From an optimization exercise on the open Yosys and OpenROAD flow, aimed at small area; shortcuts taken in it are not production practice.
In this exercise RTL edits were held to simulation tests only and were not proved equivalent to the original.
No activity file was given, so power comes from the tool's default toggle rates.

== job 8711 ==
==> flow/design.v (excerpt) <==
module filter_all (
    input             clk,
    input             clk_enable,
    input             reset,
    input      [31:0] filter_in,
    output reg [31:0] filter_out_all,
    input      [15:0] filter_gain_100_1k_1,
    input      [15:0] filter_gain_100_1k_2,
    input      [15:0] filter_gain_1k_3k_1,
    input      [15:0] filter_gain_1k_3k_2,
    input      [15:0] filter_gain_3k_5k_1,
    input      [15:0] filter_gain_3k_5k_2,
    input      [15:0] filter_gain_5k_8k_1,
    input      [15:0] filter_gain_5k_8k_2,
    input      [15:0] filter_gain_6k_15k_1,
    input      [15:0] filter_gain_6k_15k_2
);
export LEC_CHECK = 0
export CAP_MARGIN = 20
export CORE_MARGIN = 2
export CORE_UTILIZATION = 75
export CTS_BUF_LIST = sky130_fd_sc_hd__clkbuf_8 sky130_fd_sc_hd__clkbuf_16
export CTS_CLUSTER_DIAMETER = 70
export CTS_CLUSTER_SIZE = 25
export SLEW_MARGIN = 20
create_clock -name core_clock -period 10.0 [get_ports {clk}]
standard.sh (not shown) runs the stock make flow with config.mk's settings and CLKGATE_MAP_FILE= SYNTH_SCRIPT=/design/flow/synth_recipe.tcl, a recipe that flattens the netlist after the stock synthesis.
==> flow/flow/run.sh <==
#!/bin/bash
# Own layout flow. It runs the standard synthesis unchanged, then maps the
# combinational logic again for area (registers, full-adder cells and tie
# cells stay as the standard synthesis made them; a full adder may be turned
# into its dual, with inverted inputs and outputs, where that saves
# inverters), then the standard layout
# steps with two changes: the port buffers are buf_1 cells, and clock tree
# synthesis inserts no dummy loads. Each tool writes its output to a log file
# of its own in the work folder (log_*.txt).
set -euo pipefail
W=$(pwd)
F=$W/flow
R=$W/orfs/results/${FLOW_PLATFORM}/filter_all/base
LIB=$FLOW_HOME/platforms/${FLOW_PLATFORM}/lib/sky130_fd_sc_hd__tt_025C_1v80.lib
YOSYS=$FLOW_HOME/../tools/install/yosys/bin/yosys
[ -x "$YOSYS" ] || YOSYS=yosys

# 1. the standard synthesis
bash standard.sh synth > $W/log_1_synth.txt 2>&1

# 2. area-oriented re-mapping of the combinational logic
cp $R/1_2_yosys.v $W/netlist_standard.v
python3 $F/conv.py $LIB $W/netlist_standard.v $W/remap_conv.v $W/remap_stubs.v fa_,conb_ > $W/log_2_conv.txt 2>&1
python3 $F/faflip.py $W/remap_conv.v $W/remap_in.v > $W/log_2_faflip.txt 2>&1
DONT_USE="-dont_use sky130_fd_sc_hd__lpflow_bleeder_1 -dont_use sky130_fd_sc_hd__lpflow_clkbufkapwr_1 -dont_use sky130_fd_sc_hd__lpflow_clkbufkapwr_16 -dont_use sky130_fd_sc_hd__lpflow_clkbufkapwr_2 -dont_use sky130_fd_sc_hd__lpflow_clkbufkapwr_4 -dont_use sky130_fd_sc_hd__lpflow_clkbufkapwr_8 -dont_use sky130_fd_sc_hd__lpflow_clkinvkapwr_1 -dont_use sky130_fd_sc_hd__lpflow_clkinvkapwr_16 -dont_use sky130_fd_sc_hd__lpflow_clkinvkapwr_2 -dont_use sky130_fd_sc_hd__lpflow_clkinvkapwr_4 -dont_use sky130_fd_sc_hd__lpflow_clkinvkapwr_8 -dont_use sky130_fd_sc_hd__lpflow_decapkapwr_12 -dont_use sky130_fd_sc_hd__lpflow_decapkapwr_3 -dont_use sky130_fd_sc_hd__lpflow_decapkapwr_4 -dont_use sky130_fd_sc_hd__lpflow_decapkapwr_6 -dont_use sky130_fd_sc_hd__lpflow_decapkapwr_8 -dont_use sky130_fd_sc_hd__lpflow_inputiso0n_1 -dont_use sky130_fd_sc_hd__lpflow_inputiso0p_1 -dont_use sky130_fd_sc_hd__lpflow_inputiso1n_1 -dont_use sky130_fd_sc_hd__lpflow_inputiso1p_1 -dont_use sky130_fd_sc_hd__lpflow_inputisolatch_1 -dont_use sky130_fd_sc_hd__lpflow_isobufsrc_1 -dont_use sky130_fd_sc_hd__lpflow_isobufsrc_16 -dont_use sky130_fd_sc_hd__lpflow_isobufsrc_2 -dont_use sky130_fd_sc_hd__lpflow_isobufsrc_4 -dont_use sky130_fd_sc_hd__lpflow_isobufsrc_8 -dont_use sky130_fd_sc_hd__lpflow_isobufsrckapwr_16 -dont_use sky130_fd_sc_hd__lpflow_lsbuf_lh_hl_isowell_tap_1 -dont_use sky130_fd_sc_hd__lpflow_lsbuf_lh_hl_isowell_tap_2 -dont_use sky130_fd_sc_hd__lpflow_lsbuf_lh_hl_isowell_tap_4 -dont_use sky130_fd_sc_hd__lpflow_lsbuf_lh_isowell_4 -dont_use sky130_fd_sc_hd__lpflow_lsbuf_lh_isowell_tap_1 -dont_use sky130_fd_sc_hd__lpflow_lsbuf_lh_isowell_tap_2 -dont_use sky130_fd_sc_hd__lpflow_lsbuf_lh_isowell_tap_4 -dont_use sky130_fd_sc_hd__probe_p_8 -dont_use sky130_fd_sc_hd__probec_p_8 "
$YOSYS -l $W/log_3_remap.txt -p "read_verilog $W/remap_stubs.v; read_verilog $W/remap_in.v; hierarchy -check -top $FLOW_TOP; proc; opt; techmap; opt -purge; abc -liberty $LIB $DONT_USE -constr $F/abc.constr -script $F/remap.abc; opt_clean -purge; stat -liberty $LIB; write_verilog -noattr $W/netlist_remapped.v" > /dev/null 2>&1
cp $W/netlist_remapped.v $R/1_2_yosys.v
touch $R/1_2_yosys.v

# 3. the standard layout of the re-mapped netlist
bash standard.sh \
  "BUFFER_PORTS_ARGS=-buffer_cell sky130_fd_sc_hd__buf_1" \
  "CTS_ARGS=-sink_clustering_enable -repair_clock_nets -dont_use_dummy_load -sink_clustering_size 30 -sink_clustering_max_diameter 70 -buf_list {sky130_fd_sc_hd__clkbuf_16}" \
  finish > $W/log_4_layout.txt 2>&1
==> flow/flow/remap.abc <==
strash
dc2
&get -n
&st
&syn2
&dch
&put
map -D 5500
topo
buffer -c
upsize -c
dnsize -c
stime -c
Other scripts of this flow, unchanged in this note and not shown: flow/flow/abc.constr, flow/flow/conv.py, flow/flow/faflip.py
Job 8711 completed end to end with timing, DRC and antenna clean.
Relative to job 8711, the following input files were edited for job 9528:
Settings: CORE_UTILIZATION now 72, was 75.
--- a/flow/flow/remap.abc
+++ b/flow/flow/remap.abc
@@ -6,5 +6,5 @@
 &dch
 &put
-map -D 5500
+map -D 5000
 topo
 buffer -c
### Flow results
Compared with job 8711, in job 9528 required time of the critical path rose 0.02 ns; final wirelength fell 1900 µm; met2 capacity usage during global routing fell 2.7 points; area added between synthesis and finish fell 0.17 points. On part of the power in the clock network, job 9528 and job 8711 are neck and neck. In the route summary, job 9528 ends up with a via count below that of job 8711. Count of buffering cells on the critical path with inverters included in job 9528 vs job 8711: down 4.
The inputs of job 2331 differ from those of job 9528 as listed below.
Settings: CORE_UTILIZATION now 75, was 72.
--- outcome ---
- As of job 2331, total power draw had fallen slightly compared to job 9528.
- Looking at height of the die across job 2331 and job 9528, the one that comes out higher is job 9528.
- Between job 2331 and job 9528, the difference in cell area after placement is negligible.
- Compared with job 9528, job 2331 shows critical path depth lower by 1.
- Diff job 9528 -> job 2331 | die area | decrease of 4.0%
- Per the comparison of job 2331 with job 9528, smallest setup slack after layout saw an increase; highest net fanout along the worst path now larger.

port drivers added, routing unchanged:
How much do the figures lean on ideal ports? The routed layouts below were timed once more, with nothing changed but the port constraints.
Step 1: set_driving_cell puts a clkbuf_16 on clk and a buf_2 on each other input, an assumption about the parent block.
Step 2 adds t to the input delays and takes it off the output delays; t is the mean of the earliest and latest rising clock arrival at the registers after step 1. Input paths then give back, and output paths get back, about the clock's delay inside the block.
Slacks: no drivers / after step 1 / after step 2; pairs: no drivers / after step 1.
| run | shift t [ns] | slack for setup (ns) | worst hold slack (ns) | worst setup path after step 2 | slew at the worst register clock pin (ns) |
|---|---|---|---|---|---|
| job 8711 | 0.818 | 0.297 / 0.297 / 0.279 | 0.394 / 0.394 / 0.394 | input to register | 0.12 / 0.12 |
| job 9528 | 0.807 | 0.385 / 0.385 / 0.219 | 0.401 / 0.401 / 0.401 | input to register | 0.12 / 0.12 |
| job 2331 | 0.816 | 0.404 / 0.404 / 0.131 | 0.353 / 0.353 / 0.353 | input to register | 0.12 / 0.12 |
After both steps every run listed still meets setup and hold. For job 2331, which loses most, drivers alone change the setup slack by 0.000 ns; drivers and shift together by -0.273 ns.
